Source: an optimization exercise on an open RTL-to-GDS flow (aim: small area and a short achievable clock period). Production flows keep margins and buffers that such runs may drop. No run shown here included a check of the RTL's function; only the layout flow was run. Power is estimated from default activity; no workload was simulated.

==> flow/design.v <==
`timescale 1ns / 1ns
module MAC_0_16 (
   input              clk,
   input              ld,
   input              clr,
   input      [7:0]   x,
   input      [7:0]   wt_in,
   output reg [7:0]   wt_out,
   output reg [15:0]  acc_out
);
   wire [63:0] pp;
   genvar i;
   generate for (i = 0; i < 64; i = i + 1) begin : g_pp
      assign pp[i] = x[i/8] & wt_out[i%8];
   end endgenerate
   wire t_s1;
   wire t_c2;
   wire t_s3;
   wire t_c4;
   wire t_s5;
   wire t_c6;
   wire t_s7;
   wire t_c8;
   wire t_s9;
   wire t_c10;
   wire t_s11;
   wire t_c12;
   wire t_s13;
   wire t_c14;
   wire t_s15;
   wire t_c16;
   wire t_s17;
   wire t_c18;
   wire t_s19;
   wire t_c20;
   wire t_s21;
   wire t_c22;
   wire t_s23;
   wire t_c24;
   wire t_s25;
   wire t_c26;
   wire t_s27;
   wire t_c28;
   wire t_s29;
   wire t_c30;
   wire t_s31;
   wire t_c32;
   wire t_s33;
   wire t_c34;
   wire t_s35;
   wire t_c36;
   wire t_s37;
   wire t_c38;
   wire t_s39;
   wire t_c40;
   wire t_s41;
   wire t_c42;
   wire t_s43;
   wire t_c44;
   wire t_s45;
   wire t_c46;
   wire t_s47;
   wire t_c48;
   wire t_s49;
   wire t_c50;
   wire t_s51;
   wire t_c52;
   wire t_s53;
   wire t_c54;
   wire t_s55;
   wire t_c56;
   wire t_s57;
   wire t_c58;
   wire t_s59;
   wire t_c60;
   wire t_s61;
   wire t_c62;
   wire t_s63;
   wire t_c64;
   wire t_s65;
   wire t_c66;
   wire t_s67;
   wire t_c68;
   wire t_s69;
   wire t_c70;
   wire t_s71;
   wire t_c72;
   wire t_s73;
   wire t_c74;
   wire t_s75;
   wire t_c76;
   wire t_s77;
   wire t_c78;
   wire t_s79;
   wire t_c80;
   wire t_s81;
   wire t_c82;
   wire t_s83;
   wire t_c84;
   assign t_s1 = pp[6] ^ pp[13];
   assign t_c2 = pp[6] & pp[13];
   assign t_s3 = pp[7] ^ pp[14] ^ pp[21];
   assign t_c4 = (pp[7] & pp[14]) | (pp[7] & pp[21]) | (pp[14] & pp[21]);
   assign t_s5 = pp[28] ^ pp[35];
   assign t_c6 = pp[28] & pp[35];
   assign t_s7 = pp[15] ^ pp[22] ^ pp[29];
   assign t_c8 = (pp[15] & pp[22]) | (pp[15] & pp[29]) | (pp[22] & pp[29]);
   assign t_s9 = pp[36] ^ pp[43];
   assign t_c10 = pp[36] & pp[43];
   assign t_s11 = pp[23] ^ pp[30] ^ pp[37];
   assign t_c12 = (pp[23] & pp[30]) | (pp[23] & pp[37]) | (pp[30] & pp[37]);
   assign t_s13 = pp[4] ^ pp[11];
   assign t_c14 = pp[4] & pp[11];
   assign t_s15 = pp[5] ^ pp[12] ^ pp[19];
   assign t_c16 = (pp[5] & pp[12]) | (pp[5] & pp[19]) | (pp[12] & pp[19]);
   assign t_s17 = pp[26] ^ pp[33];
   assign t_c18 = pp[26] & pp[33];
   assign t_s19 = t_s1 ^ pp[20] ^ pp[27];
   assign t_c20 = (t_s1 & pp[20]) | (t_s1 & pp[27]) | (pp[20] & pp[27]);
   assign t_s21 = pp[34] ^ pp[41] ^ pp[48];
   assign t_c22 = (pp[34] & pp[41]) | (pp[34] & pp[48]) | (pp[41] & pp[48]);
   assign t_s23 = t_c2 ^ t_s3 ^ t_s5;
   assign t_c24 = (t_c2 & t_s3) | (t_c2 & t_s5) | (t_s3 & t_s5);
   assign t_s25 = pp[42] ^ pp[49] ^ pp[56];
   assign t_c26 = (pp[42] & pp[49]) | (pp[42] & pp[56]) | (pp[49] & pp[56]);
   assign t_s27 = t_c4 ^ t_c6 ^ t_s7;
   assign t_c28 = (t_c4 & t_c6) | (t_c4 & t_s7) | (t_c6 & t_s7);
   assign t_s29 = t_s9 ^ pp[50] ^ pp[57];
   assign t_c30 = (t_s9 & pp[50]) | (t_s9 & pp[57]) | (pp[50] & pp[57]);
   assign t_s31 = t_c8 ^ t_c10 ^ t_s11;
   assign t_c32 = (t_c8 & t_c10) | (t_c8 & t_s11) | (t_c10 & t_s11);
   assign t_s33 = pp[44] ^ pp[51] ^ pp[58];
   assign t_c34 = (pp[44] & pp[51]) | (pp[44] & pp[58]) | (pp[51] & pp[58]);
   assign t_s35 = t_c12 ^ pp[31] ^ pp[38];
   assign t_c36 = (t_c12 & pp[31]) | (t_c12 & pp[38]) | (pp[31] & pp[38]);
   assign t_s37 = pp[45] ^ pp[52] ^ pp[59];
   assign t_c38 = (pp[45] & pp[52]) | (pp[45] & pp[59]) | (pp[52] & pp[59]);
   assign t_s39 = pp[39] ^ pp[46] ^ pp[53];
   assign t_c40 = (pp[39] & pp[46]) | (pp[39] & pp[53]) | (pp[46] & pp[53]);
   assign t_s41 = pp[3] ^ pp[10];
   assign t_c42 = pp[3] & pp[10];
   assign t_s43 = t_s13 ^ pp[18] ^ pp[25];
   assign t_c44 = (t_s13 & pp[18]) | (t_s13 & pp[25]) | (pp[18] & pp[25]);
   assign t_s45 = t_c14 ^ t_s15 ^ t_s17;
   assign t_c46 = (t_c14 & t_s15) | (t_c14 & t_s17) | (t_s15 & t_s17);
   assign t_s47 = t_c16 ^ t_c18 ^ t_s19;
   assign t_c48 = (t_c16 & t_c18) | (t_c16 & t_s19) | (t_c18 & t_s19);
   assign t_s49 = t_c20 ^ t_c22 ^ t_s23;
   assign t_c50 = (t_c20 & t_c22) | (t_c20 & t_s23) | (t_c22 & t_s23);
   assign t_s51 = t_c24 ^ t_c26 ^ t_s27;
   assign t_c52 = (t_c24 & t_c26) | (t_c24 & t_s27) | (t_c26 & t_s27);
   assign t_s53 = t_c28 ^ t_c30 ^ t_s31;
   assign t_c54 = (t_c28 & t_c30) | (t_c28 & t_s31) | (t_c30 & t_s31);
   assign t_s55 = t_c32 ^ t_c34 ^ t_s35;
   assign t_c56 = (t_c32 & t_c34) | (t_c32 & t_s35) | (t_c34 & t_s35);
   assign t_s57 = t_c36 ^ t_c38 ^ t_s39;
   assign t_c58 = (t_c36 & t_c38) | (t_c36 & t_s39) | (t_c38 & t_s39);
   assign t_s59 = t_c40 ^ pp[47] ^ pp[54];
   assign t_c60 = (t_c40 & pp[47]) | (t_c40 & pp[54]) | (pp[47] & pp[54]);
   assign t_s61 = pp[2] ^ pp[9];
   assign t_c62 = pp[2] & pp[9];
   assign t_s63 = t_s41 ^ pp[17] ^ pp[24];
   assign t_c64 = (t_s41 & pp[17]) | (t_s41 & pp[24]) | (pp[17] & pp[24]);
   assign t_s65 = t_c42 ^ t_s43 ^ pp[32];
   assign t_c66 = (t_c42 & t_s43) | (t_c42 & pp[32]) | (t_s43 & pp[32]);
   assign t_s67 = t_c44 ^ t_s45 ^ pp[40];
   assign t_c68 = (t_c44 & t_s45) | (t_c44 & pp[40]) | (t_s45 & pp[40]);
   assign t_s69 = t_c46 ^ t_s47 ^ t_s21;
   assign t_c70 = (t_c46 & t_s47) | (t_c46 & t_s21) | (t_s47 & t_s21);
   assign t_s71 = t_c48 ^ t_s49 ^ t_s25;
   assign t_c72 = (t_c48 & t_s49) | (t_c48 & t_s25) | (t_s49 & t_s25);
   assign t_s73 = t_c50 ^ t_s51 ^ t_s29;
   assign t_c74 = (t_c50 & t_s51) | (t_c50 & t_s29) | (t_s51 & t_s29);
   assign t_s75 = t_c52 ^ t_s53 ^ t_s33;
   assign t_c76 = (t_c52 & t_s53) | (t_c52 & t_s33) | (t_s53 & t_s33);
   assign t_s77 = t_c54 ^ t_s55 ^ t_s37;
   assign t_c78 = (t_c54 & t_s55) | (t_c54 & t_s37) | (t_s55 & t_s37);
   assign t_s79 = t_c56 ^ t_s57 ^ pp[60];
   assign t_c80 = (t_c56 & t_s57) | (t_c56 & pp[60]) | (t_s57 & pp[60]);
   assign t_s81 = t_c58 ^ t_s59 ^ pp[61];
   assign t_c82 = (t_c58 & t_s59) | (t_c58 & pp[61]) | (t_s59 & pp[61]);
   assign t_s83 = t_c60 ^ pp[55] ^ pp[62];
   assign t_c84 = (t_c60 & pp[55]) | (t_c60 & pp[62]) | (pp[55] & pp[62]);
   wire [15:0] ra = {1'b0, t_c84, t_c82, t_c80, t_c78, t_c76, t_c74, t_c72, t_c70, t_c68, t_c66, t_c64, t_c62, t_s61, pp[1], pp[0]};
   wire [15:0] rb = {1'b0, pp[63], t_s83, t_s81, t_s79, t_s77, t_s75, t_s73, t_s71, t_s69, t_s67, t_s65, t_s63, pp[16], pp[8], 1'b0};
   always @(posedge clk) begin
      if (ld) wt_out <= wt_in;
      acc_out <= clr ? 16'd0 : ra + rb;
   end
endmodule
module MAC_16_17 (
   input              clk,
   input              ld,
   input              clr,
   input      [7:0]   x,
   input      [7:0]   wt_in,
   input      [15:0]  acc_in,
   output reg [7:0]   wt_out,
   output reg [16:0]  acc_out
);
   wire [63:0] pp;
   genvar i;
   generate for (i = 0; i < 64; i = i + 1) begin : g_pp
      assign pp[i] = x[i/8] & wt_out[i%8];
   end endgenerate
   wire t_s1;
   wire t_c2;
   wire t_s3;
   wire t_c4;
   wire t_s5;
   wire t_c6;
   wire t_s7;
   wire t_c8;
   wire t_s9;
   wire t_c10;
   wire t_s11;
   wire t_c12;
   wire t_s13;
   wire t_c14;
   wire t_s15;
   wire t_c16;
   wire t_s17;
   wire t_c18;
   wire t_s19;
   wire t_c20;
   wire t_s21;
   wire t_c22;
   wire t_s23;
   wire t_c24;
   wire t_s25;
   wire t_c26;
   wire t_s27;
   wire t_c28;
   wire t_s29;
   wire t_c30;
   wire t_s31;
   wire t_c32;
   wire t_s33;
   wire t_c34;
   wire t_s35;
   wire t_c36;
   wire t_s37;
   wire t_c38;
   wire t_s39;
   wire t_c40;
   wire t_s41;
   wire t_c42;
   wire t_s43;
   wire t_c44;
   wire t_s45;
   wire t_c46;
   wire t_s47;
   wire t_c48;
   wire t_s49;
   wire t_c50;
   wire t_s51;
   wire t_c52;
   wire t_s53;
   wire t_c54;
   wire t_s55;
   wire t_c56;
   wire t_s57;
   wire t_c58;
   wire t_s59;
   wire t_c60;
   wire t_s61;
   wire t_c62;
   wire t_s63;
   wire t_c64;
   wire t_s65;
   wire t_c66;
   wire t_s67;
   wire t_c68;
   wire t_s69;
   wire t_c70;
   wire t_s71;
   wire t_c72;
   wire t_s73;
   wire t_c74;
   wire t_s75;
   wire t_c76;
   wire t_s77;
   wire t_c78;
   wire t_s79;
   wire t_c80;
   wire t_s81;
   wire t_c82;
   wire t_s83;
   wire t_c84;
   wire t_s85;
   wire t_c86;
   wire t_s87;
   wire t_c88;
   wire t_s89;
   wire t_c90;
   wire t_s91;
   wire t_c92;
   wire t_s93;
   wire t_c94;
   wire t_s95;
   wire t_c96;
   wire t_s97;
   wire t_c98;
   wire t_s99;
   wire t_c100;
   wire t_s101;
   wire t_c102;
   wire t_s103;
   wire t_c104;
   wire t_s105;
   wire t_c106;
   wire t_s107;
   wire t_c108;
   wire t_s109;
   wire t_c110;
   wire t_s111;
   wire t_c112;
   assign t_s1 = pp[5] ^ pp[12];
   assign t_c2 = pp[5] & pp[12];
   assign t_s3 = pp[6] ^ pp[13] ^ pp[20];
   assign t_c4 = (pp[6] & pp[13]) | (pp[6] & pp[20]) | (pp[13] & pp[20]);
   assign t_s5 = pp[27] ^ pp[34];
   assign t_c6 = pp[27] & pp[34];
   assign t_s7 = pp[7] ^ pp[14] ^ pp[21];
   assign t_c8 = (pp[7] & pp[14]) | (pp[7] & pp[21]) | (pp[14] & pp[21]);
   assign t_s9 = pp[28] ^ pp[35] ^ pp[42];
   assign t_c10 = (pp[28] & pp[35]) | (pp[28] & pp[42]) | (pp[35] & pp[42]);
   assign t_s11 = pp[49] ^ pp[56];
   assign t_c12 = pp[49] & pp[56];
   assign t_s13 = pp[15] ^ pp[22] ^ pp[29];
   assign t_c14 = (pp[15] & pp[22]) | (pp[15] & pp[29]) | (pp[22] & pp[29]);
   assign t_s15 = pp[36] ^ pp[43] ^ pp[50];
   assign t_c16 = (pp[36] & pp[43]) | (pp[36] & pp[50]) | (pp[43] & pp[50]);
   assign t_s17 = pp[57] ^ acc_in[8];
   assign t_c18 = pp[57] & acc_in[8];
   assign t_s19 = pp[23] ^ pp[30] ^ pp[37];
   assign t_c20 = (pp[23] & pp[30]) | (pp[23] & pp[37]) | (pp[30] & pp[37]);
   assign t_s21 = pp[44] ^ pp[51] ^ pp[58];
   assign t_c22 = (pp[44] & pp[51]) | (pp[44] & pp[58]) | (pp[51] & pp[58]);
   assign t_s23 = pp[31] ^ pp[38] ^ pp[45];
   assign t_c24 = (pp[31] & pp[38]) | (pp[31] & pp[45]) | (pp[38] & pp[45]);
   assign t_s25 = pp[3] ^ pp[10];
   assign t_c26 = pp[3] & pp[10];
   assign t_s27 = pp[4] ^ pp[11] ^ pp[18];
   assign t_c28 = (pp[4] & pp[11]) | (pp[4] & pp[18]) | (pp[11] & pp[18]);
   assign t_s29 = pp[25] ^ pp[32];
   assign t_c30 = pp[25] & pp[32];
   assign t_s31 = t_s1 ^ pp[19] ^ pp[26];
   assign t_c32 = (t_s1 & pp[19]) | (t_s1 & pp[26]) | (pp[19] & pp[26]);
   assign t_s33 = pp[33] ^ pp[40] ^ acc_in[5];
   assign t_c34 = (pp[33] & pp[40]) | (pp[33] & acc_in[5]) | (pp[40] & acc_in[5]);
   assign t_s35 = t_c2 ^ t_s3 ^ t_s5;
   assign t_c36 = (t_c2 & t_s3) | (t_c2 & t_s5) | (t_s3 & t_s5);
   assign t_s37 = pp[41] ^ pp[48] ^ acc_in[6];
   assign t_c38 = (pp[41] & pp[48]) | (pp[41] & acc_in[6]) | (pp[48] & acc_in[6]);
   assign t_s39 = t_c4 ^ t_c6 ^ t_s7;
   assign t_c40 = (t_c4 & t_c6) | (t_c4 & t_s7) | (t_c6 & t_s7);
   assign t_s41 = t_s9 ^ t_s11 ^ acc_in[7];
   assign t_c42 = (t_s9 & t_s11) | (t_s9 & acc_in[7]) | (t_s11 & acc_in[7]);
   assign t_s43 = t_c8 ^ t_c10 ^ t_c12;
   assign t_c44 = (t_c8 & t_c10) | (t_c8 & t_c12) | (t_c10 & t_c12);
   assign t_s45 = t_s13 ^ t_s15 ^ t_s17;
   assign t_c46 = (t_s13 & t_s15) | (t_s13 & t_s17) | (t_s15 & t_s17);
   assign t_s47 = t_c14 ^ t_c16 ^ t_c18;
   assign t_c48 = (t_c14 & t_c16) | (t_c14 & t_c18) | (t_c16 & t_c18);
   assign t_s49 = t_s19 ^ t_s21 ^ acc_in[9];
   assign t_c50 = (t_s19 & t_s21) | (t_s19 & acc_in[9]) | (t_s21 & acc_in[9]);
   assign t_s51 = t_c20 ^ t_c22 ^ t_s23;
   assign t_c52 = (t_c20 & t_c22) | (t_c20 & t_s23) | (t_c22 & t_s23);
   assign t_s53 = pp[52] ^ pp[59] ^ acc_in[10];
   assign t_c54 = (pp[52] & pp[59]) | (pp[52] & acc_in[10]) | (pp[59] & acc_in[10]);
   assign t_s55 = t_c24 ^ pp[39] ^ pp[46];
   assign t_c56 = (t_c24 & pp[39]) | (t_c24 & pp[46]) | (pp[39] & pp[46]);
   assign t_s57 = pp[53] ^ pp[60] ^ acc_in[11];
   assign t_c58 = (pp[53] & pp[60]) | (pp[53] & acc_in[11]) | (pp[60] & acc_in[11]);
   assign t_s59 = pp[47] ^ pp[54] ^ pp[61];
   assign t_c60 = (pp[47] & pp[54]) | (pp[47] & pp[61]) | (pp[54] & pp[61]);
   assign t_s61 = pp[2] ^ pp[9];
   assign t_c62 = pp[2] & pp[9];
   assign t_s63 = t_s25 ^ pp[17] ^ pp[24];
   assign t_c64 = (t_s25 & pp[17]) | (t_s25 & pp[24]) | (pp[17] & pp[24]);
   assign t_s65 = t_c26 ^ t_s27 ^ t_s29;
   assign t_c66 = (t_c26 & t_s27) | (t_c26 & t_s29) | (t_s27 & t_s29);
   assign t_s67 = t_c28 ^ t_c30 ^ t_s31;
   assign t_c68 = (t_c28 & t_c30) | (t_c28 & t_s31) | (t_c30 & t_s31);
   assign t_s69 = t_c32 ^ t_c34 ^ t_s35;
   assign t_c70 = (t_c32 & t_c34) | (t_c32 & t_s35) | (t_c34 & t_s35);
   assign t_s71 = t_c36 ^ t_c38 ^ t_s39;
   assign t_c72 = (t_c36 & t_c38) | (t_c36 & t_s39) | (t_c38 & t_s39);
   assign t_s73 = t_c40 ^ t_c42 ^ t_s43;
   assign t_c74 = (t_c40 & t_c42) | (t_c40 & t_s43) | (t_c42 & t_s43);
   assign t_s75 = t_c44 ^ t_c46 ^ t_s47;
   assign t_c76 = (t_c44 & t_c46) | (t_c44 & t_s47) | (t_c46 & t_s47);
   assign t_s77 = t_c48 ^ t_c50 ^ t_s51;
   assign t_c78 = (t_c48 & t_c50) | (t_c48 & t_s51) | (t_c50 & t_s51);
   assign t_s79 = t_c52 ^ t_c54 ^ t_s55;
   assign t_c80 = (t_c52 & t_c54) | (t_c52 & t_s55) | (t_c54 & t_s55);
   assign t_s81 = t_c56 ^ t_c58 ^ t_s59;
   assign t_c82 = (t_c56 & t_c58) | (t_c56 & t_s59) | (t_c58 & t_s59);
   assign t_s83 = t_c60 ^ pp[55] ^ pp[62];
   assign t_c84 = (t_c60 & pp[55]) | (t_c60 & pp[62]) | (pp[55] & pp[62]);
   assign t_s85 = pp[1] ^ pp[8];
   assign t_c86 = pp[1] & pp[8];
   assign t_s87 = t_s61 ^ pp[16] ^ acc_in[2];
   assign t_c88 = (t_s61 & pp[16]) | (t_s61 & acc_in[2]) | (pp[16] & acc_in[2]);
   assign t_s89 = t_c62 ^ t_s63 ^ acc_in[3];
   assign t_c90 = (t_c62 & t_s63) | (t_c62 & acc_in[3]) | (t_s63 & acc_in[3]);
   assign t_s91 = t_c64 ^ t_s65 ^ acc_in[4];
   assign t_c92 = (t_c64 & t_s65) | (t_c64 & acc_in[4]) | (t_s65 & acc_in[4]);
   assign t_s93 = t_c66 ^ t_s67 ^ t_s33;
   assign t_c94 = (t_c66 & t_s67) | (t_c66 & t_s33) | (t_s67 & t_s33);
   assign t_s95 = t_c68 ^ t_s69 ^ t_s37;
   assign t_c96 = (t_c68 & t_s69) | (t_c68 & t_s37) | (t_s69 & t_s37);
   assign t_s97 = t_c70 ^ t_s71 ^ t_s41;
   assign t_c98 = (t_c70 & t_s71) | (t_c70 & t_s41) | (t_s71 & t_s41);
   assign t_s99 = t_c72 ^ t_s73 ^ t_s45;
   assign t_c100 = (t_c72 & t_s73) | (t_c72 & t_s45) | (t_s73 & t_s45);
   assign t_s101 = t_c74 ^ t_s75 ^ t_s49;
   assign t_c102 = (t_c74 & t_s75) | (t_c74 & t_s49) | (t_s75 & t_s49);
   assign t_s103 = t_c76 ^ t_s77 ^ t_s53;
   assign t_c104 = (t_c76 & t_s77) | (t_c76 & t_s53) | (t_s77 & t_s53);
   assign t_s105 = t_c78 ^ t_s79 ^ t_s57;
   assign t_c106 = (t_c78 & t_s79) | (t_c78 & t_s57) | (t_s79 & t_s57);
   assign t_s107 = t_c80 ^ t_s81 ^ acc_in[12];
   assign t_c108 = (t_c80 & t_s81) | (t_c80 & acc_in[12]) | (t_s81 & acc_in[12]);
   assign t_s109 = t_c82 ^ t_s83 ^ acc_in[13];
   assign t_c110 = (t_c82 & t_s83) | (t_c82 & acc_in[13]) | (t_s83 & acc_in[13]);
   assign t_s111 = t_c84 ^ pp[63] ^ acc_in[14];
   assign t_c112 = (t_c84 & pp[63]) | (t_c84 & acc_in[14]) | (pp[63] & acc_in[14]);
   wire [16:0] ra = {1'b0, t_c112, t_c110, t_c108, t_c106, t_c104, t_c102, t_c100, t_c98, t_c96, t_c94, t_c92, t_c90, t_c88, t_c86, t_s85, pp[0]};
   wire [16:0] rb = {1'b0, acc_in[15], t_s111, t_s109, t_s107, t_s105, t_s103, t_s101, t_s99, t_s97, t_s95, t_s93, t_s91, t_s89, t_s87, acc_in[1], acc_in[0]};
   always @(posedge clk) begin
      if (ld) wt_out <= wt_in;
      acc_out <= clr ? 17'd0 : ra + rb;
   end
endmodule
module MAC_17_18 (
   input              clk,
   input              ld,
   input              clr,
   input      [7:0]   x,
   input      [7:0]   wt_in,
   input      [16:0]  acc_in,
   output reg [7:0]   wt_out,
   output reg [17:0]  acc_out
);
   wire [63:0] pp;
   genvar i;
   generate for (i = 0; i < 64; i = i + 1) begin : g_pp
      assign pp[i] = x[i/8] & wt_out[i%8];
   end endgenerate
   wire t_s1;
   wire t_c2;
   wire t_s3;
   wire t_c4;
   wire t_s5;
   wire t_c6;
   wire t_s7;
   wire t_c8;
   wire t_s9;
   wire t_c10;
   wire t_s11;
   wire t_c12;
   wire t_s13;
   wire t_c14;
   wire t_s15;
   wire t_c16;
   wire t_s17;
   wire t_c18;
   wire t_s19;
   wire t_c20;
   wire t_s21;
   wire t_c22;
   wire t_s23;
   wire t_c24;
   wire t_s25;
   wire t_c26;
   wire t_s27;
   wire t_c28;
   wire t_s29;
   wire t_c30;
   wire t_s31;
   wire t_c32;
   wire t_s33;
   wire t_c34;
   wire t_s35;
   wire t_c36;
   wire t_s37;
   wire t_c38;
   wire t_s39;
   wire t_c40;
   wire t_s41;
   wire t_c42;
   wire t_s43;
   wire t_c44;
   wire t_s45;
   wire t_c46;
   wire t_s47;
   wire t_c48;
   wire t_s49;
   wire t_c50;
   wire t_s51;
   wire t_c52;
   wire t_s53;
   wire t_c54;
   wire t_s55;
   wire t_c56;
   wire t_s57;
   wire t_c58;
   wire t_s59;
   wire t_c60;
   wire t_s61;
   wire t_c62;
   wire t_s63;
   wire t_c64;
   wire t_s65;
   wire t_c66;
   wire t_s67;
   wire t_c68;
   wire t_s69;
   wire t_c70;
   wire t_s71;
   wire t_c72;
   wire t_s73;
   wire t_c74;
   wire t_s75;
   wire t_c76;
   wire t_s77;
   wire t_c78;
   wire t_s79;
   wire t_c80;
   wire t_s81;
   wire t_c82;
   wire t_s83;
   wire t_c84;
   wire t_s85;
   wire t_c86;
   wire t_s87;
   wire t_c88;
   wire t_s89;
   wire t_c90;
   wire t_s91;
   wire t_c92;
   wire t_s93;
   wire t_c94;
   wire t_s95;
   wire t_c96;
   wire t_s97;
   wire t_c98;
   wire t_s99;
   wire t_c100;
   wire t_s101;
   wire t_c102;
   wire t_s103;
   wire t_c104;
   wire t_s105;
   wire t_c106;
   wire t_s107;
   wire t_c108;
   wire t_s109;
   wire t_c110;
   wire t_s111;
   wire t_c112;
   assign t_s1 = pp[5] ^ pp[12];
   assign t_c2 = pp[5] & pp[12];
   assign t_s3 = pp[6] ^ pp[13] ^ pp[20];
   assign t_c4 = (pp[6] & pp[13]) | (pp[6] & pp[20]) | (pp[13] & pp[20]);
   assign t_s5 = pp[27] ^ pp[34];
   assign t_c6 = pp[27] & pp[34];
   assign t_s7 = pp[7] ^ pp[14] ^ pp[21];
   assign t_c8 = (pp[7] & pp[14]) | (pp[7] & pp[21]) | (pp[14] & pp[21]);
   assign t_s9 = pp[28] ^ pp[35] ^ pp[42];
   assign t_c10 = (pp[28] & pp[35]) | (pp[28] & pp[42]) | (pp[35] & pp[42]);
   assign t_s11 = pp[49] ^ pp[56];
   assign t_c12 = pp[49] & pp[56];
   assign t_s13 = pp[15] ^ pp[22] ^ pp[29];
   assign t_c14 = (pp[15] & pp[22]) | (pp[15] & pp[29]) | (pp[22] & pp[29]);
   assign t_s15 = pp[36] ^ pp[43] ^ pp[50];
   assign t_c16 = (pp[36] & pp[43]) | (pp[36] & pp[50]) | (pp[43] & pp[50]);
   assign t_s17 = pp[57] ^ acc_in[8];
   assign t_c18 = pp[57] & acc_in[8];
   assign t_s19 = pp[23] ^ pp[30] ^ pp[37];
   assign t_c20 = (pp[23] & pp[30]) | (pp[23] & pp[37]) | (pp[30] & pp[37]);
   assign t_s21 = pp[44] ^ pp[51] ^ pp[58];
   assign t_c22 = (pp[44] & pp[51]) | (pp[44] & pp[58]) | (pp[51] & pp[58]);
   assign t_s23 = pp[31] ^ pp[38] ^ pp[45];
   assign t_c24 = (pp[31] & pp[38]) | (pp[31] & pp[45]) | (pp[38] & pp[45]);
   assign t_s25 = pp[3] ^ pp[10];
   assign t_c26 = pp[3] & pp[10];
   assign t_s27 = pp[4] ^ pp[11] ^ pp[18];
   assign t_c28 = (pp[4] & pp[11]) | (pp[4] & pp[18]) | (pp[11] & pp[18]);
   assign t_s29 = pp[25] ^ pp[32];
   assign t_c30 = pp[25] & pp[32];
   assign t_s31 = t_s1 ^ pp[19] ^ pp[26];
   assign t_c32 = (t_s1 & pp[19]) | (t_s1 & pp[26]) | (pp[19] & pp[26]);
   assign t_s33 = pp[33] ^ pp[40] ^ acc_in[5];
   assign t_c34 = (pp[33] & pp[40]) | (pp[33] & acc_in[5]) | (pp[40] & acc_in[5]);
   assign t_s35 = t_c2 ^ t_s3 ^ t_s5;
   assign t_c36 = (t_c2 & t_s3) | (t_c2 & t_s5) | (t_s3 & t_s5);
   assign t_s37 = pp[41] ^ pp[48] ^ acc_in[6];
   assign t_c38 = (pp[41] & pp[48]) | (pp[41] & acc_in[6]) | (pp[48] & acc_in[6]);
   assign t_s39 = t_c4 ^ t_c6 ^ t_s7;
   assign t_c40 = (t_c4 & t_c6) | (t_c4 & t_s7) | (t_c6 & t_s7);
   assign t_s41 = t_s9 ^ t_s11 ^ acc_in[7];
   assign t_c42 = (t_s9 & t_s11) | (t_s9 & acc_in[7]) | (t_s11 & acc_in[7]);
   assign t_s43 = t_c8 ^ t_c10 ^ t_c12;
   assign t_c44 = (t_c8 & t_c10) | (t_c8 & t_c12) | (t_c10 & t_c12);
   assign t_s45 = t_s13 ^ t_s15 ^ t_s17;
   assign t_c46 = (t_s13 & t_s15) | (t_s13 & t_s17) | (t_s15 & t_s17);
   assign t_s47 = t_c14 ^ t_c16 ^ t_c18;
   assign t_c48 = (t_c14 & t_c16) | (t_c14 & t_c18) | (t_c16 & t_c18);
   assign t_s49 = t_s19 ^ t_s21 ^ acc_in[9];
   assign t_c50 = (t_s19 & t_s21) | (t_s19 & acc_in[9]) | (t_s21 & acc_in[9]);
   assign t_s51 = t_c20 ^ t_c22 ^ t_s23;
   assign t_c52 = (t_c20 & t_c22) | (t_c20 & t_s23) | (t_c22 & t_s23);
   assign t_s53 = pp[52] ^ pp[59] ^ acc_in[10];
   assign t_c54 = (pp[52] & pp[59]) | (pp[52] & acc_in[10]) | (pp[59] & acc_in[10]);
   assign t_s55 = t_c24 ^ pp[39] ^ pp[46];
   assign t_c56 = (t_c24 & pp[39]) | (t_c24 & pp[46]) | (pp[39] & pp[46]);
   assign t_s57 = pp[53] ^ pp[60] ^ acc_in[11];
   assign t_c58 = (pp[53] & pp[60]) | (pp[53] & acc_in[11]) | (pp[60] & acc_in[11]);
   assign t_s59 = pp[47] ^ pp[54] ^ pp[61];
   assign t_c60 = (pp[47] & pp[54]) | (pp[47] & pp[61]) | (pp[54] & pp[61]);
   assign t_s61 = pp[2] ^ pp[9];
   assign t_c62 = pp[2] & pp[9];
   assign t_s63 = t_s25 ^ pp[17] ^ pp[24];
   assign t_c64 = (t_s25 & pp[17]) | (t_s25 & pp[24]) | (pp[17] & pp[24]);
   assign t_s65 = t_c26 ^ t_s27 ^ t_s29;
   assign t_c66 = (t_c26 & t_s27) | (t_c26 & t_s29) | (t_s27 & t_s29);
   assign t_s67 = t_c28 ^ t_c30 ^ t_s31;
   assign t_c68 = (t_c28 & t_c30) | (t_c28 & t_s31) | (t_c30 & t_s31);
   assign t_s69 = t_c32 ^ t_c34 ^ t_s35;
   assign t_c70 = (t_c32 & t_c34) | (t_c32 & t_s35) | (t_c34 & t_s35);
   assign t_s71 = t_c36 ^ t_c38 ^ t_s39;
   assign t_c72 = (t_c36 & t_c38) | (t_c36 & t_s39) | (t_c38 & t_s39);
   assign t_s73 = t_c40 ^ t_c42 ^ t_s43;
   assign t_c74 = (t_c40 & t_c42) | (t_c40 & t_s43) | (t_c42 & t_s43);
   assign t_s75 = t_c44 ^ t_c46 ^ t_s47;
   assign t_c76 = (t_c44 & t_c46) | (t_c44 & t_s47) | (t_c46 & t_s47);
   assign t_s77 = t_c48 ^ t_c50 ^ t_s51;
   assign t_c78 = (t_c48 & t_c50) | (t_c48 & t_s51) | (t_c50 & t_s51);
   assign t_s79 = t_c52 ^ t_c54 ^ t_s55;
   assign t_c80 = (t_c52 & t_c54) | (t_c52 & t_s55) | (t_c54 & t_s55);
   assign t_s81 = t_c56 ^ t_c58 ^ t_s59;
   assign t_c82 = (t_c56 & t_c58) | (t_c56 & t_s59) | (t_c58 & t_s59);
   assign t_s83 = t_c60 ^ pp[55] ^ pp[62];
   assign t_c84 = (t_c60 & pp[55]) | (t_c60 & pp[62]) | (pp[55] & pp[62]);
   assign t_s85 = pp[1] ^ pp[8];
   assign t_c86 = pp[1] & pp[8];
   assign t_s87 = t_s61 ^ pp[16] ^ acc_in[2];
   assign t_c88 = (t_s61 & pp[16]) | (t_s61 & acc_in[2]) | (pp[16] & acc_in[2]);
   assign t_s89 = t_c62 ^ t_s63 ^ acc_in[3];
   assign t_c90 = (t_c62 & t_s63) | (t_c62 & acc_in[3]) | (t_s63 & acc_in[3]);
   assign t_s91 = t_c64 ^ t_s65 ^ acc_in[4];
   assign t_c92 = (t_c64 & t_s65) | (t_c64 & acc_in[4]) | (t_s65 & acc_in[4]);
   assign t_s93 = t_c66 ^ t_s67 ^ t_s33;
   assign t_c94 = (t_c66 & t_s67) | (t_c66 & t_s33) | (t_s67 & t_s33);
   assign t_s95 = t_c68 ^ t_s69 ^ t_s37;
   assign t_c96 = (t_c68 & t_s69) | (t_c68 & t_s37) | (t_s69 & t_s37);
   assign t_s97 = t_c70 ^ t_s71 ^ t_s41;
   assign t_c98 = (t_c70 & t_s71) | (t_c70 & t_s41) | (t_s71 & t_s41);
   assign t_s99 = t_c72 ^ t_s73 ^ t_s45;
   assign t_c100 = (t_c72 & t_s73) | (t_c72 & t_s45) | (t_s73 & t_s45);
   assign t_s101 = t_c74 ^ t_s75 ^ t_s49;
   assign t_c102 = (t_c74 & t_s75) | (t_c74 & t_s49) | (t_s75 & t_s49);
   assign t_s103 = t_c76 ^ t_s77 ^ t_s53;
   assign t_c104 = (t_c76 & t_s77) | (t_c76 & t_s53) | (t_s77 & t_s53);
   assign t_s105 = t_c78 ^ t_s79 ^ t_s57;
   assign t_c106 = (t_c78 & t_s79) | (t_c78 & t_s57) | (t_s79 & t_s57);
   assign t_s107 = t_c80 ^ t_s81 ^ acc_in[12];
   assign t_c108 = (t_c80 & t_s81) | (t_c80 & acc_in[12]) | (t_s81 & acc_in[12]);
   assign t_s109 = t_c82 ^ t_s83 ^ acc_in[13];
   assign t_c110 = (t_c82 & t_s83) | (t_c82 & acc_in[13]) | (t_s83 & acc_in[13]);
   assign t_s111 = t_c84 ^ pp[63] ^ acc_in[14];
   assign t_c112 = (t_c84 & pp[63]) | (t_c84 & acc_in[14]) | (pp[63] & acc_in[14]);
   wire [17:0] ra = {1'b0, acc_in[16], t_c112, t_c110, t_c108, t_c106, t_c104, t_c102, t_c100, t_c98, t_c96, t_c94, t_c92, t_c90, t_c88, t_c86, t_s85, pp[0]};
   wire [17:0] rb = {1'b0, 1'b0, acc_in[15], t_s111, t_s109, t_s107, t_s105, t_s103, t_s101, t_s99, t_s97, t_s95, t_s93, t_s91, t_s89, t_s87, acc_in[1], acc_in[0]};
   always @(posedge clk) begin
      if (ld) wt_out <= wt_in;
      acc_out <= clr ? 18'd0 : ra + rb;
   end
endmodule
module MAC_18_18 (
   input              clk,
   input              ld,
   input              clr,
   input      [7:0]   x,
   input      [7:0]   wt_in,
   input      [17:0]  acc_in,
   output reg [7:0]   wt_out,
   output reg [17:0]  acc_out
);
   wire [63:0] pp;
   genvar i;
   generate for (i = 0; i < 64; i = i + 1) begin : g_pp
      assign pp[i] = x[i/8] & wt_out[i%8];
   end endgenerate
   wire t_s1;
   wire t_c2;
   wire t_s3;
   wire t_c4;
   wire t_s5;
   wire t_c6;
   wire t_s7;
   wire t_c8;
   wire t_s9;
   wire t_c10;
   wire t_s11;
   wire t_c12;
   wire t_s13;
   wire t_c14;
   wire t_s15;
   wire t_c16;
   wire t_s17;
   wire t_c18;
   wire t_s19;
   wire t_c20;
   wire t_s21;
   wire t_c22;
   wire t_s23;
   wire t_c24;
   wire t_s25;
   wire t_c26;
   wire t_s27;
   wire t_c28;
   wire t_s29;
   wire t_c30;
   wire t_s31;
   wire t_c32;
   wire t_s33;
   wire t_c34;
   wire t_s35;
   wire t_c36;
   wire t_s37;
   wire t_c38;
   wire t_s39;
   wire t_c40;
   wire t_s41;
   wire t_c42;
   wire t_s43;
   wire t_c44;
   wire t_s45;
   wire t_c46;
   wire t_s47;
   wire t_c48;
   wire t_s49;
   wire t_c50;
   wire t_s51;
   wire t_c52;
   wire t_s53;
   wire t_c54;
   wire t_s55;
   wire t_c56;
   wire t_s57;
   wire t_c58;
   wire t_s59;
   wire t_c60;
   wire t_s61;
   wire t_c62;
   wire t_s63;
   wire t_c64;
   wire t_s65;
   wire t_c66;
   wire t_s67;
   wire t_c68;
   wire t_s69;
   wire t_c70;
   wire t_s71;
   wire t_c72;
   wire t_s73;
   wire t_c74;
   wire t_s75;
   wire t_c76;
   wire t_s77;
   wire t_c78;
   wire t_s79;
   wire t_c80;
   wire t_s81;
   wire t_c82;
   wire t_s83;
   wire t_c84;
   wire t_s85;
   wire t_c86;
   wire t_s87;
   wire t_c88;
   wire t_s89;
   wire t_c90;
   wire t_s91;
   wire t_c92;
   wire t_s93;
   wire t_c94;
   wire t_s95;
   wire t_c96;
   wire t_s97;
   wire t_c98;
   wire t_s99;
   wire t_c100;
   wire t_s101;
   wire t_c102;
   wire t_s103;
   wire t_c104;
   wire t_s105;
   wire t_c106;
   wire t_s107;
   wire t_c108;
   wire t_s109;
   wire t_c110;
   wire t_s111;
   wire t_c112;
   assign t_s1 = pp[5] ^ pp[12];
   assign t_c2 = pp[5] & pp[12];
   assign t_s3 = pp[6] ^ pp[13] ^ pp[20];
   assign t_c4 = (pp[6] & pp[13]) | (pp[6] & pp[20]) | (pp[13] & pp[20]);
   assign t_s5 = pp[27] ^ pp[34];
   assign t_c6 = pp[27] & pp[34];
   assign t_s7 = pp[7] ^ pp[14] ^ pp[21];
   assign t_c8 = (pp[7] & pp[14]) | (pp[7] & pp[21]) | (pp[14] & pp[21]);
   assign t_s9 = pp[28] ^ pp[35] ^ pp[42];
   assign t_c10 = (pp[28] & pp[35]) | (pp[28] & pp[42]) | (pp[35] & pp[42]);
   assign t_s11 = pp[49] ^ pp[56];
   assign t_c12 = pp[49] & pp[56];
   assign t_s13 = pp[15] ^ pp[22] ^ pp[29];
   assign t_c14 = (pp[15] & pp[22]) | (pp[15] & pp[29]) | (pp[22] & pp[29]);
   assign t_s15 = pp[36] ^ pp[43] ^ pp[50];
   assign t_c16 = (pp[36] & pp[43]) | (pp[36] & pp[50]) | (pp[43] & pp[50]);
   assign t_s17 = pp[57] ^ acc_in[8];
   assign t_c18 = pp[57] & acc_in[8];
   assign t_s19 = pp[23] ^ pp[30] ^ pp[37];
   assign t_c20 = (pp[23] & pp[30]) | (pp[23] & pp[37]) | (pp[30] & pp[37]);
   assign t_s21 = pp[44] ^ pp[51] ^ pp[58];
   assign t_c22 = (pp[44] & pp[51]) | (pp[44] & pp[58]) | (pp[51] & pp[58]);
   assign t_s23 = pp[31] ^ pp[38] ^ pp[45];
   assign t_c24 = (pp[31] & pp[38]) | (pp[31] & pp[45]) | (pp[38] & pp[45]);
   assign t_s25 = pp[3] ^ pp[10];
   assign t_c26 = pp[3] & pp[10];
   assign t_s27 = pp[4] ^ pp[11] ^ pp[18];
   assign t_c28 = (pp[4] & pp[11]) | (pp[4] & pp[18]) | (pp[11] & pp[18]);
   assign t_s29 = pp[25] ^ pp[32];
   assign t_c30 = pp[25] & pp[32];
   assign t_s31 = t_s1 ^ pp[19] ^ pp[26];
   assign t_c32 = (t_s1 & pp[19]) | (t_s1 & pp[26]) | (pp[19] & pp[26]);
   assign t_s33 = pp[33] ^ pp[40] ^ acc_in[5];
   assign t_c34 = (pp[33] & pp[40]) | (pp[33] & acc_in[5]) | (pp[40] & acc_in[5]);
   assign t_s35 = t_c2 ^ t_s3 ^ t_s5;
   assign t_c36 = (t_c2 & t_s3) | (t_c2 & t_s5) | (t_s3 & t_s5);
   assign t_s37 = pp[41] ^ pp[48] ^ acc_in[6];
   assign t_c38 = (pp[41] & pp[48]) | (pp[41] & acc_in[6]) | (pp[48] & acc_in[6]);
   assign t_s39 = t_c4 ^ t_c6 ^ t_s7;
   assign t_c40 = (t_c4 & t_c6) | (t_c4 & t_s7) | (t_c6 & t_s7);
   assign t_s41 = t_s9 ^ t_s11 ^ acc_in[7];
   assign t_c42 = (t_s9 & t_s11) | (t_s9 & acc_in[7]) | (t_s11 & acc_in[7]);
   assign t_s43 = t_c8 ^ t_c10 ^ t_c12;
   assign t_c44 = (t_c8 & t_c10) | (t_c8 & t_c12) | (t_c10 & t_c12);
   assign t_s45 = t_s13 ^ t_s15 ^ t_s17;
   assign t_c46 = (t_s13 & t_s15) | (t_s13 & t_s17) | (t_s15 & t_s17);
   assign t_s47 = t_c14 ^ t_c16 ^ t_c18;
   assign t_c48 = (t_c14 & t_c16) | (t_c14 & t_c18) | (t_c16 & t_c18);
   assign t_s49 = t_s19 ^ t_s21 ^ acc_in[9];
   assign t_c50 = (t_s19 & t_s21) | (t_s19 & acc_in[9]) | (t_s21 & acc_in[9]);
   assign t_s51 = t_c20 ^ t_c22 ^ t_s23;
   assign t_c52 = (t_c20 & t_c22) | (t_c20 & t_s23) | (t_c22 & t_s23);
   assign t_s53 = pp[52] ^ pp[59] ^ acc_in[10];
   assign t_c54 = (pp[52] & pp[59]) | (pp[52] & acc_in[10]) | (pp[59] & acc_in[10]);
   assign t_s55 = t_c24 ^ pp[39] ^ pp[46];
   assign t_c56 = (t_c24 & pp[39]) | (t_c24 & pp[46]) | (pp[39] & pp[46]);
   assign t_s57 = pp[53] ^ pp[60] ^ acc_in[11];
   assign t_c58 = (pp[53] & pp[60]) | (pp[53] & acc_in[11]) | (pp[60] & acc_in[11]);
   assign t_s59 = pp[47] ^ pp[54] ^ pp[61];
   assign t_c60 = (pp[47] & pp[54]) | (pp[47] & pp[61]) | (pp[54] & pp[61]);
   assign t_s61 = pp[2] ^ pp[9];
   assign t_c62 = pp[2] & pp[9];
   assign t_s63 = t_s25 ^ pp[17] ^ pp[24];
   assign t_c64 = (t_s25 & pp[17]) | (t_s25 & pp[24]) | (pp[17] & pp[24]);
   assign t_s65 = t_c26 ^ t_s27 ^ t_s29;
   assign t_c66 = (t_c26 & t_s27) | (t_c26 & t_s29) | (t_s27 & t_s29);
   assign t_s67 = t_c28 ^ t_c30 ^ t_s31;
   assign t_c68 = (t_c28 & t_c30) | (t_c28 & t_s31) | (t_c30 & t_s31);
   assign t_s69 = t_c32 ^ t_c34 ^ t_s35;
   assign t_c70 = (t_c32 & t_c34) | (t_c32 & t_s35) | (t_c34 & t_s35);
   assign t_s71 = t_c36 ^ t_c38 ^ t_s39;
   assign t_c72 = (t_c36 & t_c38) | (t_c36 & t_s39) | (t_c38 & t_s39);
   assign t_s73 = t_c40 ^ t_c42 ^ t_s43;
   assign t_c74 = (t_c40 & t_c42) | (t_c40 & t_s43) | (t_c42 & t_s43);
   assign t_s75 = t_c44 ^ t_c46 ^ t_s47;
   assign t_c76 = (t_c44 & t_c46) | (t_c44 & t_s47) | (t_c46 & t_s47);
   assign t_s77 = t_c48 ^ t_c50 ^ t_s51;
   assign t_c78 = (t_c48 & t_c50) | (t_c48 & t_s51) | (t_c50 & t_s51);
   assign t_s79 = t_c52 ^ t_c54 ^ t_s55;
   assign t_c80 = (t_c52 & t_c54) | (t_c52 & t_s55) | (t_c54 & t_s55);
   assign t_s81 = t_c56 ^ t_c58 ^ t_s59;
   assign t_c82 = (t_c56 & t_c58) | (t_c56 & t_s59) | (t_c58 & t_s59);
   assign t_s83 = t_c60 ^ pp[55] ^ pp[62];
   assign t_c84 = (t_c60 & pp[55]) | (t_c60 & pp[62]) | (pp[55] & pp[62]);
   assign t_s85 = pp[1] ^ pp[8];
   assign t_c86 = pp[1] & pp[8];
   assign t_s87 = t_s61 ^ pp[16] ^ acc_in[2];
   assign t_c88 = (t_s61 & pp[16]) | (t_s61 & acc_in[2]) | (pp[16] & acc_in[2]);
   assign t_s89 = t_c62 ^ t_s63 ^ acc_in[3];
   assign t_c90 = (t_c62 & t_s63) | (t_c62 & acc_in[3]) | (t_s63 & acc_in[3]);
   assign t_s91 = t_c64 ^ t_s65 ^ acc_in[4];
   assign t_c92 = (t_c64 & t_s65) | (t_c64 & acc_in[4]) | (t_s65 & acc_in[4]);
   assign t_s93 = t_c66 ^ t_s67 ^ t_s33;
   assign t_c94 = (t_c66 & t_s67) | (t_c66 & t_s33) | (t_s67 & t_s33);
   assign t_s95 = t_c68 ^ t_s69 ^ t_s37;
   assign t_c96 = (t_c68 & t_s69) | (t_c68 & t_s37) | (t_s69 & t_s37);
   assign t_s97 = t_c70 ^ t_s71 ^ t_s41;
   assign t_c98 = (t_c70 & t_s71) | (t_c70 & t_s41) | (t_s71 & t_s41);
   assign t_s99 = t_c72 ^ t_s73 ^ t_s45;
   assign t_c100 = (t_c72 & t_s73) | (t_c72 & t_s45) | (t_s73 & t_s45);
   assign t_s101 = t_c74 ^ t_s75 ^ t_s49;
   assign t_c102 = (t_c74 & t_s75) | (t_c74 & t_s49) | (t_s75 & t_s49);
   assign t_s103 = t_c76 ^ t_s77 ^ t_s53;
   assign t_c104 = (t_c76 & t_s77) | (t_c76 & t_s53) | (t_s77 & t_s53);
   assign t_s105 = t_c78 ^ t_s79 ^ t_s57;
   assign t_c106 = (t_c78 & t_s79) | (t_c78 & t_s57) | (t_s79 & t_s57);
   assign t_s107 = t_c80 ^ t_s81 ^ acc_in[12];
   assign t_c108 = (t_c80 & t_s81) | (t_c80 & acc_in[12]) | (t_s81 & acc_in[12]);
   assign t_s109 = t_c82 ^ t_s83 ^ acc_in[13];
   assign t_c110 = (t_c82 & t_s83) | (t_c82 & acc_in[13]) | (t_s83 & acc_in[13]);
   assign t_s111 = t_c84 ^ pp[63] ^ acc_in[14];
   assign t_c112 = (t_c84 & pp[63]) | (t_c84 & acc_in[14]) | (pp[63] & acc_in[14]);
   wire [17:0] ra = {acc_in[17], acc_in[16], t_c112, t_c110, t_c108, t_c106, t_c104, t_c102, t_c100, t_c98, t_c96, t_c94, t_c92, t_c90, t_c88, t_c86, t_s85, pp[0]};
   wire [17:0] rb = {1'b0, 1'b0, acc_in[15], t_s111, t_s109, t_s107, t_s105, t_s103, t_s101, t_s99, t_s97, t_s95, t_s93, t_s91, t_s89, t_s87, acc_in[1], acc_in[0]};
   always @(posedge clk) begin
      if (ld) wt_out <= wt_in;
      acc_out <= clr ? 18'd0 : ra + rb;
   end
endmodule
`timescale 1ns / 1ns
module MMU #(parameter depth=4, bit_width=8, acc_width=32, size=4)
(
   input          clk,
   input          control,
   input  [31:0]  data_arr,
   input  [31:0]  wt_arr,
   output [127:0] acc_out
);
   reg        c1;           
   reg [31:0] d1;           
   reg [31:0] dn [0:2];     
   always @(posedge clk) begin
      c1    <= control;
      d1    <= data_arr;
      dn[0] <= c1 ? 32'd0 : d1;
      dn[1] <= c1 ? 32'd0 : dn[0];
      dn[2] <= c1 ? 32'd0 : dn[1];
   end
   genvar r;
   generate
      for (r = 0; r < 4; r = r + 1) begin : row
         wire [31:0] xr = (r == 0) ? d1 : dn[r-1];
         wire [7:0]  w1, w2, w3, w4;
         wire [15:0] a1;
         wire [16:0] a2;
         wire [17:0] a3, a4;
         MAC_0_16 u_c0 (.clk(clk), .ld(control), .clr(c1), .x(xr[7:0]),
            .wt_in(wt_arr[8*r +: 8]), .wt_out(w1), .acc_out(a1));
         MAC_16_17 u_c1 (.clk(clk), .ld(control), .clr(c1), .x(xr[15:8]),
            .wt_in(w1), .acc_in(a1), .wt_out(w2), .acc_out(a2));
         MAC_17_18 u_c2 (.clk(clk), .ld(control), .clr(c1), .x(xr[23:16]),
            .wt_in(w2), .acc_in(a2), .wt_out(w3), .acc_out(a3));
         MAC_18_18 u_c3 (.clk(clk), .ld(control), .clr(c1), .x(xr[31:24]),
            .wt_in(w3), .acc_in(a3), .wt_out(w4), .acc_out(a4));
         assign acc_out[32*r +: 32] = {14'd0, a4};
      end
   endgenerate
endmodule
==> flow/run.sh <==
#!/bin/bash
# synth_recipe.tcl (not shown) runs the flow's synth.tcl, then flattens the netlist and writes it again
# the make line also repeats each setting of config.mk as NAME=value (left out here)
make -C /OpenROAD-flow-scripts/flow DESIGN_CONFIG=/design/flow/config.mk WORK_HOME=/design/flow/orfs CLKGATE_MAP_FILE= SYNTH_SCRIPT=/design/flow/synth_recipe.tcl finish
==> flow/config.mk <==
export PLATFORM = sky130hd
export DESIGN_NAME = MMU
export DESIGN_NICKNAME = MMU
export VERILOG_FILES = /design/flow/design.v
export SDC_FILE = /design/flow/constraint.sdc
export NUM_CORES = 4
export LEC_CHECK = 0
export ABC_CLOCK_PERIOD_IN_PS = 3000
export CAP_MARGIN = 20
export CORE_MARGIN = 2
export CORE_UTILIZATION = 40
export SETUP_SLACK_MARGIN = 2.5
export SLEW_MARGIN = 20
==> flow/constraint.sdc <==
create_clock -name core_clock -period 7.0 [get_ports {clk}]
set_input_delay 1.4000 -clock core_clock [delete_from_list [all_inputs] [get_ports {clk}]]
set_output_delay 1.4000 -clock core_clock [all_outputs]
set_load 0.01 [all_outputs]
==> summary.txt, run 1 <==
result of the run=timing/DRC/antenna clean; P_leak=28.43 nW; Post-DRT Antenna Nets=0; start point of the worst min-delay path=row[2].u_c2.acc_out[17]; count of flip-flops with a built-in enable after synthesis=128; commonest non-fill, non-tap cell in the layout=sky130_fd_sc_hd__inv_1; Fin. Hold Viols=0; I/O pins=194; CORE AREA=0.1254 sq mm; Setup Slack @ Placement=2.110 ns; worst path required time=7.54 ns; transition time at the pin with the least slew margin=0.9598 ns; number of detailed-routing iterations run before antenna repair=5; clock buffers created by TritonCTS=69; last weighted congestion value of the routability-driven placer=0.8465; Initial Utilization=40.24%; highest-count cells in the layout ignoring fill and taps=sky130_fd_sc_hd__inv_1 (1075), sky130_fd_sc_hd__fa_1 (695), sky130_fd_sc_hd__and2_1 (686); TritonCTS clock tree=yes; Final Cycle Share=66.30%; worst clock skew=0.02320 ns; area enclosed by the die boundary=0.1290 sq mm; standard cell with the maximum stage delay on the critical path=sky130_fd_sc_hd__fa_1; type of the most critical hold path=reg -> reg; number of max-slew violations in the final report=0; # port buffers=137; critical path type=reg -> reg; total buffers and inverters traversed by the critical path=4; summed negative setup slack over all endpoints=0 ns; crit path cell chain=and2_4 -> fa_1 -> inv_1 -> fa_1 -> inv_1 -> fa_1 -> inv_1 -> fa_1 -> inv_2 -> ha_4 -> a2111o_1 -> a21oi_2 -> o311a_1 -> o31ai_2 -> a21o_1 -> a21oi_2 -> mux2_4; r2r startpoint=row[3].u_c2.wt_out[6]; via count of the first global-routing pass=36800; GRT Overall Usage=18.21%; share of cells above drive strength 1=14.28%; number of core rows=130; slack of the critical path=2.359 ns; CP dominant cell by count=sky130_fd_sc_hd__fa_1; fraction of registers with async set/reset=0%; mean post-synth cell area=9.520 sq um; gate count of the mapped netlist=5301; RSZ-0062 raised after global routing=yes; residual DRC count=0; H-tree depth reported by CTS=3; clock tree sinks=533; wire length of the first global-routing pass=191500 microns; worst reg2reg setup slack=2.36 ns; number of buffers between clock root and the deepest sink=3; Critical Path Sink Type=register; Syn Std Cell Area=0.05047 sq mm; total of endpoints with negative setup slack in the final report=0; r2r endpoint=row[3].u_c2.acc_out[16]; critical path launch point type=register; Remaining Overflow, GRT=0; count of synthesis-stage warnings from yosys=6; Min Clock Period, post-route=4.641 ns; distinct cell type count of the synthesized netlist=82; antenna violations before repair=3; worst min-delay path endpoint=row[2].u_c3.acc_out[17]; maximum achievable frequency=215.5 MHz; sequential cell area fraction in the yosys report=23.68%; Avg WL per Cell=15.82 microns; max-cap violation count=0; ys flop type=sky130_fd_sc_hd__dfxtp_1; Top Family by Delay on Critical Path=adder cells; initial drt markers=1404; maximum fanout along the worst path=7; headroom to the max-slew limit=36.01%; drt via density=4.728; master cell of the clock root buffer=sky130_fd_sc_hd__clkbuf_16; layout overhead on the synthesized area=18.80%; total power divided by cell area=285.4 mW/mm^2; worst reg2reg path depth=17; Min-Delay Path Depth=2; via count=35090; number of buffers inserted for hold repair after clock tree synthesis=0; number of synthesized register bits=533; clock latency of the later-clocked register in the worst-skew pair=0.66 ns; height of the chip=359.2 microns; Detailed Route WL=117400 microns; arrival time worst endpoint=5.18 ns; detailed-placement wirelength estimate=89440 microns; final net count=6884; Max IR drop VDD=0.2363 mV; horizontal extent of the die=359.2 microns; Clock Pin Slew Worst Setup and Hold Paths=0.06 ns; biggest cell delay along the critical path=0.52 ns; pin count of the biggest net entering global routing=163
==> worst reg2reg max path: stages (launching register included) <==
cell and delay, ns:
sky130_fd_sc_hd__edfxtp_1 0.49, sky130_fd_sc_hd__and2_4 0.19, sky130_fd_sc_hd__fa_1 0.52, sky130_fd_sc_hd__inv_1 0.06
sky130_fd_sc_hd__fa_1 0.47, sky130_fd_sc_hd__inv_1 0.05, sky130_fd_sc_hd__fa_1 0.47, sky130_fd_sc_hd__inv_1 0.04
sky130_fd_sc_hd__fa_1 0.49, sky130_fd_sc_hd__inv_2 0.05, sky130_fd_sc_hd__ha_4 0.23, sky130_fd_sc_hd__a2111o_1 0.37
sky130_fd_sc_hd__a21oi_2 0.17, sky130_fd_sc_hd__o311a_1 0.23, sky130_fd_sc_hd__o31ai_2 0.09, sky130_fd_sc_hd__a21o_1 0.18
sky130_fd_sc_hd__a21oi_2 0.15, sky130_fd_sc_hd__mux2_4 0.30
==> layout make-up <==
class                           instances  area (sq um)
Timing Repair Buffer                  400          3475
Tap cell                             1650          2064
Sequential cell                       533         12110
Clock inverter                         39         455.4
Clock buffer                           87          1928
Inverter                             1115          4185
Multi-Input combinational cell       3595         35730
Antenna cell                            2         5.005
Fill cell                           11860         65450
==> power breakdown <==
| part | internal, mW | switching [mW] | total (mW) | leakage [nW] |
|---|---|---|---|---|
| registers | 3.63 | 0.374 | 4.01 | 4.62 |
| logic | 4.38 | 4.95 | 9.33 | 22.6 |
| clock network | 2.27 | 1.50 | 3.77 | 1.18 |
| total | 10.3 | 6.83 | 17.1 | 28.4 |
==> state kept, by name, summed over array words and instances (netlist names) <==
| register | cells |
|---|---|
| c1 | 1 |
| d1 | 32 |
| row.u_c1.wt_out | 32 |
| row.u_c2.wt_out | 32 |
| row.u_c3.acc_out | 72 |
| row.u_c0.acc_out | 64 |
| dn | 96 |
| row.u_c0.wt_out | 32 |
| row.u_c2.acc_out | 72 |
| row.u_c1.acc_out | 68 |
| row.u_c3.wt_out | 32 |
==> metal layers <==
layer,share of wire (%),vias to the layer above,track usage [%]
met2,51,424,32.85
met4,1.9,0,4.079
met5,0,-,0
li1,-,17010,-
met3,2.8,131,2.267
met1,44,17530,23.18
==> synthesized netlist by cell type (8+ instances only) <==
library cell               number  area share [%]
sky130_fd_sc_hd__o21bai_1      37            0.55
sky130_fd_sc_hd__nor3b_1       10            0.15
sky130_fd_sc_hd__buf_4         56            0.83
sky130_fd_sc_hd__o31ai_1       18            0.27
sky130_fd_sc_hd__nor2_1       257             1.9
sky130_fd_sc_hd__nand2b_1      26            0.32
sky130_fd_sc_hd__nor2b_1      158             2.0
sky130_fd_sc_hd__or3_1          8           0.099
sky130_fd_sc_hd__a211oi_1      18            0.27
sky130_fd_sc_hd__a41oi_1        8            0.14
sky130_fd_sc_hd__clkbuf_1      51            0.38
sky130_fd_sc_hd__o21ai_0       85            0.84
sky130_fd_sc_hd__and3_1         9            0.11
sky130_fd_sc_hd__xor2_1        74             1.3
sky130_fd_sc_hd__edfxtp_1     128             7.6
sky130_fd_sc_hd__a21oi_1      159             1.6
sky130_fd_sc_hd__a31oi_1       22            0.27
sky130_fd_sc_hd__nand4_1       12            0.15
sky130_fd_sc_hd__inv_1       1115             8.3
sky130_fd_sc_hd__dfxtp_1      405              16
sky130_fd_sc_hd__and2_1       710             8.8
sky130_fd_sc_hd__nor3_1        36            0.36
sky130_fd_sc_hd__ha_1         372             9.2
sky130_fd_sc_hd__a21o_1       115             1.7
sky130_fd_sc_hd__o21a_1        15            0.22
sky130_fd_sc_hd__nand3_1       22            0.22
sky130_fd_sc_hd__fa_1         732              29
sky130_fd_sc_hd__xnor2_1      122             2.1
sky130_fd_sc_hd__nand2_1      391             2.9
==> logic make-up (layout without fill, tap and decap cells) <==
logic type | Yosys count | after routing | share of synthesized area, %
adders and majority gates | 1104 | 1104 | 38.26
xor gates and xnor gates | 196 | 196 | 3.401
buffers and inverters | 1228 | 1641 | 9.550
AOI/OAI and AO/OA | 556 | 556 | 7.373
and+or+nand+nor | 1673 | 1673 | 17.51
DFF | 533 | 533 | 23.68
other | 1 | 58 | 0.007431
muxes | 10 | 10 | 0.2132
==> repair_timing <==
item,in CTS,in global routing
setup endpoints to repair,69,94
setup buffers,138,122
pin swaps,56,253
resized for setup,171,376
==> through the flow <==
stage                     area (sq um)  util (%)  std cells  hold slack (ns)  power (mW)
after floorplan                  50730         -       5356           0.4448       9.678
after global placement           53560     42.71       7033           0.4848       11.44
after detailed placement         53560     42.71       7033           0.5056       11.51
after CTS                        57560     45.90       7297           0.5125       15.95
after global routing             59950     47.80       7419           0.5473       18.52
final                            59950     47.81       7421           0.5251       17.11
==> worst max path at each step <==
stage / slack [ns] / start / cells past startpoint / endpoint
CTS: 2.33 / row[3].u_c2.wt_out[6] / 17 / row[3].u_c2.acc_out[16]
global placement: 2.12 / row[0].u_c3.wt_out[4] / 14 / row[0].u_c3.acc_out[17]
global route: 2.18 / row[3].u_c2.wt_out[6] / 17 / row[3].u_c2.acc_out[16]
floorplan: 2.49 / row[3].u_c2.wt_out[7] / 17 / row[3].u_c2.acc_out[16]
detailed placement: 2.11 / row[0].u_c3.wt_out[4] / 14 / row[0].u_c3.acc_out[17]
finish: 2.36 / row[3].u_c2.wt_out[6] / 17 / row[3].u_c2.acc_out[16]
==> run 2, diff against run 1 <==
--- a/flow/config.mk
+++ b/flow/config.mk
@@ -6,8 +6,6 @@
 export NUM_CORES = 4
 export LEC_CHECK = 0
-export ABC_CLOCK_PERIOD_IN_PS = 3000
 export CAP_MARGIN = 20
 export CORE_MARGIN = 2
 export CORE_UTILIZATION = 40
-export SETUP_SLACK_MARGIN = 2.5
 export SLEW_MARGIN = 20
==> run 2 against run 1 <==
Net effect: routed wire length is 5.4% lower; register-to-register slack worse by 0.40 ns; utilization is 3.2 points lower; area after synthesis stayed put; critical path type unchanged; worst setup slack worse by 0.40 ns; critical path depth stayed put; clock power is 2% lower; sequential share of layout area is 1.2 points higher; count of clock-buffer cells in the layout is 11 higher; cell count is 3.5% lower; non-clock buffer count is 259 lower.
==> summary.txt, run 2 <==
result of the run=timing/DRC/antenna clean; Remaining Overflow, GRT=0 (unchanged); RSZ-0062 raised after global routing=no; maximum fanout along the worst path=9 (+2); P_leak=26.97 nW (-5.1%); count of synthesis-stage warnings from yosys=6 (unchanged); antenna violations before repair=3 (unchanged); Setup Slack @ Placement=1.958 ns (-0.1515 ns); Syn Std Cell Area=0.05047 sq mm (unchanged); share of the synthesized area in the top cell type=29.04% (unchanged); clock latency of the later-clocked register in the worst-skew pair=0.67 ns (about the same); number of detailed-routing iterations run before antenna repair=5 (unchanged); number of synthesized register bits=533 (unchanged); Min Clock Period, post-route=5.043 ns (+0.4022 ns); I/O pins=194 (unchanged); pin count of the biggest net entering global routing=148 (-9.2%); number of buffers inserted by post-CTS setup repair=0 (-100%); Final Cycle Share=72.04% (+5.7 points); arrival time worst endpoint=5.58 ns (+0.40 ns); Top Family by Delay on Critical Path=adder cells; critical path type=reg -> reg; crit path cell chain=and2_1 -> fa_1 -> inv_1 -> fa_1 -> inv_1 -> fa_1 -> inv_1 -> fa_1 -> inv_1 -> ha_1 -> a2111o_1 -> a21oi_1 -> o311a_1 -> o31ai_2 -> a21o_1 -> a21oi_1 -> mux2_2; Initial Utilization=40.24% (unchanged); Avg WL per Cell=15.50 microns (-2.0%); residual DRC count=0 (unchanged); via count=34050 (-3.0%); register bank with the most flops=dn; total power divided by cell area=268.0 mW/mm^2 (-6.1%); share of cells above drive strength 1=2.758% (-12 points); Detailed Route WL=111100 microns (-5.4%); area enclosed by the die boundary=0.1290 sq mm (unchanged); Critical Path Sink Type=register; number of buffers inserted for hold repair after clock tree synthesis=0 (unchanged); distinct cell type count of the synthesized netlist=82 (unchanged); post-synthesis cell type with the largest combined area=sky130_fd_sc_hd__fa_1; headroom to the max-slew limit=32.65% (-3.4 points); TritonCTS clock tree=yes; Fin. Hold Viols=0 (unchanged); standard cell with the maximum stage delay on the critical path=sky130_fd_sc_hd__fa_1; slack of the critical path=1.957 ns (-0.4022 ns); count of flip-flops with a built-in enable after synthesis=128 (unchanged); commonest non-fill, non-tap cell in the layout=sky130_fd_sc_hd__inv_1; initial drt markers=1417 (+0.93%); number of max-slew violations in the final report=0 (unchanged); most frequent cell after synthesis=sky130_fd_sc_hd__inv_1; H-tree depth reported by CTS=3 (unchanged); fraction of registers with async set/reset=0% (unchanged); max-cap violation count=0 (unchanged); wire length of the first global-routing pass=185300 microns (-3.2%); height of the chip=359.2 microns (unchanged); summed negative setup slack over all endpoints=0 ns (unchanged); layout overhead on the synthesized area=10.81%; via count of the first global-routing pass=35860 (-2.6%); worst clock skew=0.03721 ns (+0.01401 ns); GRT Overall Usage=17.63% (-0.58 points); ys flop type=sky130_fd_sc_hd__dfxtp_1; post-cts repair resize count=0 (-100%); type of the most critical hold path=reg -> reg; sequential cell area fraction in the yosys report=23.68% (unchanged); biggest cell delay along the critical path=0.54 ns (+0.02 ns); Clock Pin Slew Worst Setup and Hold Paths=0.06 ns (about the same); total buffers and inverters traversed by the critical path=4 (unchanged); master cell of the clock root buffer=sky130_fd_sc_hd__clkbuf_16; critical path launch point type=register; gate count of the mapped netlist=5301 (unchanged); worst path required time=7.54 ns (about the same); CORE AREA=0.1254 sq mm (unchanged); maximum achievable frequency=198.3 MHz (-8.0%); total of endpoints with negative setup slack in the final report=0 (unchanged); final net count=6625 (-3.8%); leading cell types by count after synthesis=sky130_fd_sc_hd__inv_1 (1115), sky130_fd_sc_hd__fa_1 (732), sky130_fd_sc_hd__and2_1 (710); detailed-placement wirelength estimate=88310 microns (-1.3%); total of fill cells in the finished design=12140 (+2.4%); flip-flop count of the largest register, all copies and words added=96 (unchanged); clock buffers created by TritonCTS=69 (unchanged); drt via density=4.753 (+0.53%); number of core rows=130 (unchanged); largest registers=dn x96, row.u_c2.acc_out x72, row.u_c3.acc_out x72; # port buffers=137 (unchanged); final core occ=44.59% (-3.2 points); Max IR drop VDD=0.1882 mV (-20%); horizontal extent of the die=359.2 microns (unchanged); clock tree sinks=533 (unchanged); highest-count cells in the layout ignoring fill and taps=sky130_fd_sc_hd__inv_1 (1115), sky130_fd_sc_hd__fa_1 (732), sky130_fd_sc_hd__and2_1 (710); mean post-synth cell area=9.520 sq um (unchanged); number of buffers between clock root and the deepest sink=3 (unchanged); leading cell types by total area after synthesis=sky130_fd_sc_hd__fa_1 (29%), sky130_fd_sc_hd__dfxtp_1 (16%), sky130_fd_sc_hd__ha_1 (9.2%), sky130_fd_sc_hd__and2_1 (8.8%), sky130_fd_sc_hd__inv_1 (8.3%); transition time at the pin with the least slew margin=1.010 ns (+0.05042 ns); Post-DRT Antenna Nets=0 (unchanged); last weighted congestion value of the routability-driven placer=0.8388 (-0.91%)
## run 2: stage by stage
step / instance area, sq um / hold slack, ns / total power [mW] / instances
5_1_grt: 55920 / 0.5098 / 16.45 / 7162
3_3_place_gp: 53540 / 0.4657 / 11.36 / 7034
2_1_floorplan: 50670 / 0.4448 / 9.644 / 5356
4_1_cts: 55920 / 0.4763 / 15.22 / 7162
6_report: 55920 / 0.4807 / 14.99 / 7163
3_5_place_dp: 53540 / 0.4663 / 11.42 / 7034
## run 2: where the power goes
group	leakage [nW]	switching (mW)	total, mW	internal, mW
Sequential	4.59	0.421	4.05	3.63
Combinational	21.2	4.07	7.24	3.18
Clock	1.16	1.47	3.69	2.21
Total	27.0	5.96	15.0	9.03
## run 2: cell type report
type,count,area [sq um],share of cell area [%]
antenna,1,2.502,0.004475
clock buffer,98,2051,3.667
clock inverter,30,334.1,0.5974
inverter,1115,4185,7.484
multi-input combinational,3595,33900,60.62
sequential,533,11960,21.38
tap,1650,2064,3.692
timing repair buffer,141,1428,2.553
## run 2: cell families after synthesis
logic type	after synthesis	share of synthesized area [%]
and+or+nand+nor	1673	17.51
buffers and inverters	1228	9.550
adders and majority gates	1104	38.26
AOI/OAI and AO/OA	556	7.373
DFF	533	23.68
xor gates and xnor gates	196	3.401
muxes	10	0.2132
other	1	0.007431
## run 2: path summary, 6_finish.rpt
kind                                              start                 endpoint  slack, ns  cells after the start
worst min register to register  row[3].u_c2.acc_out[17]  row[3].u_c3.acc_out[17]       0.48                      2
worst min-delay path            row[3].u_c2.acc_out[17]  row[3].u_c3.acc_out[17]       0.48                      2
worst max-delay path              row[3].u_c2.wt_out[7]  row[3].u_c2.acc_out[16]       1.96                     17
worst max register to register    row[3].u_c2.wt_out[7]  row[3].u_c2.acc_out[16]       1.96                     17
## run 2: per-layer routing
layer / vias up / wire length (microns) / global-route usage [%]
met5: - / 0 / 0
met4: 0 / 2097 / 3.988
met3: 132 / 2991 / 2.356
met2: 417 / 56150 / 31.58
met1: 16990 / 49820 / 22.50
li1: 16510 / - / -
## run 2: worst min-delay path: cells and delay by family, from the launching register on
family,cells,cell delay (ns)
flops,1,0.31
compound gates,2,0.13

-- what the ideal ports hide --
The results above use ideal ports. As a check the final layouts listed here were re-extracted and re-timed, cells and wires unchanged. Step 1: set_driving_cell puts a clkbuf_16 on clk and a buf_2 on each other input, an assumption about the parent block. Step 2 also shifts input and output timing later by t, the mid clock arrival at the registers, as if the neighbouring blocks saw the same clock. Three values: ideal ports, drivers, drivers and shift; two values: the first two.
run	t (ns)	setup slack, ns	latest minus earliest clock arrival (ns)	pins driven straight from the clock port
run 1	0.720	2.359 / 2.359 / 2.359	0.029 / 0.029	1
run 2	0.722	1.957 / 1.957 / 1.957	0.038 / 0.038	1
After both steps setup and hold are still met in every run listed.
